From an optimization exercise on the open Yosys and OpenROAD flow, aimed at small area and a short achievable clock period; shortcuts taken in it are not production practice. RTL that was checked went through simulation tests only; none was proved equivalent to the original. Power and IR drop assume default switching activity.

// sqrt_16s
module sqrt_16s (
    input         clk,
    input  [15:0] data_i,
    input         vld_i,
    output [15:0] data_o,
    output        vld_o
);
Settings: LEC_CHECK=0, ABC_AREA=1, CAP_MARGIN=20, CORE_MARGIN=2, CORE_UTILIZATION=40, SETUP_SLACK_MARGIN=1.1, SLEW_MARGIN=20; clock period 3.0 ns.
run.sh (not shown) runs the stock make flow with config.mk's settings and CLKGATE_MAP_FILE= SYNTH_SCRIPT=/design/flow/synth_recipe.tcl, a recipe that flattens the netlist after the stock synthesis.
Edit:
==> flow/flow/run.sh (new file) <==
#!/bin/bash
# The standard layout (the standard.sh: ORFS synthesis to final), with buf_2
# cells as the port buffers and a clock tree of clkbuf_8 without dummy loads.
bash standard.sh \
  "BUFFER_PORTS_ARGS=-buffer_cell sky130_fd_sc_hd__buf_2" \
  "CTS_ARGS=-sink_clustering_enable -repair_clock_nets -dont_use_dummy_load -buf_list sky130_fd_sc_hd__clkbuf_8 -sink_clustering_size 14 -sink_clustering_max_diameter 50" \
  finish > standard.log 2>&1
==> flow/standard.sh (new file) <==
#!/bin/bash
# synth_recipe.tcl (not shown) runs the flow's synth.tcl, then flattens the netlist and writes it again
# the make line also repeats each setting of config.mk as NAME=value (left out here)
make -C /OpenROAD-flow-scripts/flow DESIGN_CONFIG=/design/flow/config.mk WORK_HOME=/design/flow/orfs CLKGATE_MAP_FILE= SYNTH_SCRIPT=/design/flow/synth_recipe.tcl "${@:-finish}"
removed: flow/run.sh
=>
- hold slack loses 180 ps
- count of clock-buffer cells in the layout went down by 11
- via count came out lower by 1.0%
- total power is lower by about 9%
- wire length went down by 1.8%
- maximum frequency came out lower by 1.4%
Function was not checked in any run of this note: the RTL went through the layout flow alone.

Another version of the RTL of sqrt_16s (not shown whole).
Size: roughly 1400 cells after synthesis, about 290 flip-flops, ~35 I/O pins, roughly 0.012 sq mm of cells after synthesis.
==> flow/design.v (excerpt) <==
module sqrt_16s (
    input         clk,
    input  [15:0] data_i,
    input         vld_i,
    output [15:0] data_o,
    output        vld_o
);
    function [6:0] tbl3;
        input [5:0] v;
        case (v)
            6'd0: tbl3 = {3'd0, 4'd0};
            6'd1: tbl3 = {3'd1, 4'd0};
            6'd2: tbl3 = {3'd1, 4'd1};
            6'd3: tbl3 = {3'd1, 4'd2};
            6'd4: tbl3 = {3'd2, 4'd0};
            6'd5: tbl3 = {3'd2, 4'd1};
            6'd6: tbl3 = {3'd2, 4'd2};
            6'd7: tbl3 = {3'd2, 4'd3};
            6'd8: tbl3 = {3'd2, 4'd4};
            6'd9: tbl3 = {3'd3, 4'd0};
            6'd10: tbl3 = {3'd3, 4'd1};
            6'd11: tbl3 = {3'd3, 4'd2};
            6'd12: tbl3 = {3'd3, 4'd3};
            6'd13: tbl3 = {3'd3, 4'd4};
            6'd14: tbl3 = {3'd3, 4'd5};
            6'd15: tbl3 = {3'd3, 4'd6};
            6'd16: tbl3 = {3'd4, 4'd0};
            6'd17: tbl3 = {3'd4, 4'd1};
            6'd18: tbl3 = {3'd4, 4'd2};
            6'd19: tbl3 = {3'd4, 4'd3};
            6'd20: tbl3 = {3'd4, 4'd4};
            6'd21: tbl3 = {3'd4, 4'd5};
            6'd22: tbl3 = {3'd4, 4'd6};
            6'd23: tbl3 = {3'd4, 4'd7};
            6'd24: tbl3 = {3'd4, 4'd8};
            6'd25: tbl3 = {3'd5, 4'd0};
            6'd26: tbl3 = {3'd5, 4'd1};
            6'd27: tbl3 = {3'd5, 4'd2};
            6'd28: tbl3 = {3'd5, 4'd3};
            6'd29: tbl3 = {3'd5, 4'd4};
            6'd30: tbl3 = {3'd5, 4'd5};
            6'd31: tbl3 = {3'd5, 4'd6};
            6'd32: tbl3 = {3'd5, 4'd7};
            6'd33: tbl3 = {3'd5, 4'd8};
            6'd34: tbl3 = {3'd5, 4'd9};
            6'd35: tbl3 = {3'd5, 4'd10};
            6'd36: tbl3 = {3'd6, 4'd0};
            6'd37: tbl3 = {3'd6, 4'd1};
            6'd38: tbl3 = {3'd6, 4'd2};
            6'd39: tbl3 = {3'd6, 4'd3};
            6'd40: tbl3 = {3'd6, 4'd4};
            6'd41: tbl3 = {3'd6, 4'd5};
            6'd42: tbl3 = {3'd6, 4'd6};
            6'd43: tbl3 = {3'd6, 4'd7};
            6'd44: tbl3 = {3'd6, 4'd8};
            6'd45: tbl3 = {3'd6, 4'd9};
            6'd46: tbl3 = {3'd6, 4'd10};
            6'd47: tbl3 = {3'd6, 4'd11};
            6'd48: tbl3 = {3'd6, 4'd12};
            6'd49: tbl3 = {3'd7, 4'd0};
            6'd50: tbl3 = {3'd7, 4'd1};
            6'd51: tbl3 = {3'd7, 4'd2};
            6'd52: tbl3 = {3'd7, 4'd3};
  ...
Settings: LEC_CHECK=0, ABC_AREA=1, CAP_MARGIN=20, CORE_MARGIN=2, CORE_UTILIZATION=40, SETUP_SLACK_MARGIN=1.2, SLEW_MARGIN=20; clock period 3.0 ns.
standard.sh (not shown) runs the stock make flow with config.mk's settings and CLKGATE_MAP_FILE= SYNTH_SCRIPT=/design/flow/synth_recipe.tcl, a recipe that flattens the netlist after the stock synthesis.
==> flow/flow/run.sh <==
#!/bin/bash
# The standard layout, with buf_2 port buffers and a clock tree without dummy loads.
bash standard.sh \
  "BUFFER_PORTS_ARGS=-buffer_cell sky130_fd_sc_hd__buf_2" \
  "CTS_ARGS=-sink_clustering_enable -repair_clock_nets -dont_use_dummy_load -buf_list sky130_fd_sc_hd__clkbuf_8 -sink_clustering_size 20 -sink_clustering_max_diameter 60" \
  finish > standard.log 2>&1
The baseline finished with timing, DRC and antenna clean.
Then changed:
==> flow/run.sh (new file) <==
#!/bin/bash
# synth_recipe.tcl (not shown) runs the flow's synth.tcl, then flattens the netlist and writes it again
# the make line also repeats each setting of config.mk as NAME=value (left out here)
make -C /OpenROAD-flow-scripts/flow DESIGN_CONFIG=/design/flow/config.mk WORK_HOME=/design/flow/orfs CLKGATE_MAP_FILE= SYNTH_SCRIPT=/design/flow/synth_recipe.tcl finish
Settings changed: CTS_BUF_LIST set to sky130_fd_sc_hd__clkbuf_8, CTS_CLUSTER_DIAMETER set to 60, CTS_CLUSTER_SIZE set to 25, SETUP_SLACK_MARGIN 1.2 to 1.1.
removed: flow/flow/run.sh
removed: flow/standard.sh
Outcome: Via count came out lower by about 0.6%; wire length falls by about 8%; final area grows by 1.3%.
Then changed:
==> flow/flow/run.sh (new file) <==
#!/bin/bash
# The standard layout, with buf_2 port buffers and a clock tree without dummy loads.
bash standard.sh \
  "BUFFER_PORTS_ARGS=-buffer_cell sky130_fd_sc_hd__buf_2" \
  "CTS_ARGS=-sink_clustering_enable -repair_clock_nets -dont_use_dummy_load -buf_list sky130_fd_sc_hd__clkbuf_8 -sink_clustering_size 20 -sink_clustering_max_diameter 60" \
  RECOVER_POWER=100 \
  finish > standard.log 2>&1
==> flow/standard.sh (new file) <==
#!/bin/bash
# synth_recipe.tcl (not shown) runs the flow's synth.tcl, then flattens the netlist and writes it again
# the make line also repeats each setting of config.mk as NAME=value (left out here)
make -C /OpenROAD-flow-scripts/flow DESIGN_CONFIG=/design/flow/config.mk WORK_HOME=/design/flow/orfs CLKGATE_MAP_FILE= SYNTH_SCRIPT=/design/flow/synth_recipe.tcl "${@:-finish}"
Settings changed: CTS_BUF_LIST sky130_fd_sc_hd__clkbuf_8 to unset, CTS_CLUSTER_DIAMETER 60 to unset, CTS_CLUSTER_SIZE 25 to unset, SETUP_SLACK_MARGIN 1.1 to 1.2.
removed: flow/run.sh
The changed run finished with timing, DRC and antenna clean.
Design area shrinks by 4.2%.
Setup slack got worse by 440 ps.
Via count grows by 0.93%.
Combinational power shrinks by about 2%.
Sequential cell count is unchanged.
Core utilization shrinks by 1.9 points.

-- re-timing with driven ports --
How much do the figures lean on ideal ports? The routed layouts below were timed once more, with nothing changed but the port constraints.
Step 1 sets driving cells, clkbuf_16 on the clock port and buf_2 on the other inputs (assumed; they add their load-dependent delay and slew).
Step 2 times the ports against the registers' clock, not the clock port: input delays grow and output delays shrink by t, the midpoint of the rising clock arrivals with the driver on.
Slacks: ideal ports / drivers / drivers and shift; pairs: ideal ports / drivers.
run	t (ns)	slack for setup (ns)	worst setup path after step 2
the first run of note 1	0.585	1.227 / 1.227 / 0.707	input to register
the second run of note 1	0.587	1.202 / 1.202 / 0.803	input to register
the first run of note 2	0.576	1.254 / 1.254 / 1.254	register to register
the second run of note 2	0.603	1.232 / 1.216 / 0.809	input to register
the third run of note 2	0.577	0.790 / 0.790 / 0.790	register to register
After both steps every run listed still meets setup and hold. The setup slack of the first run of note 1, which loses most, moves by 0.000 ns with the drivers and by -0.520 ns with both steps.
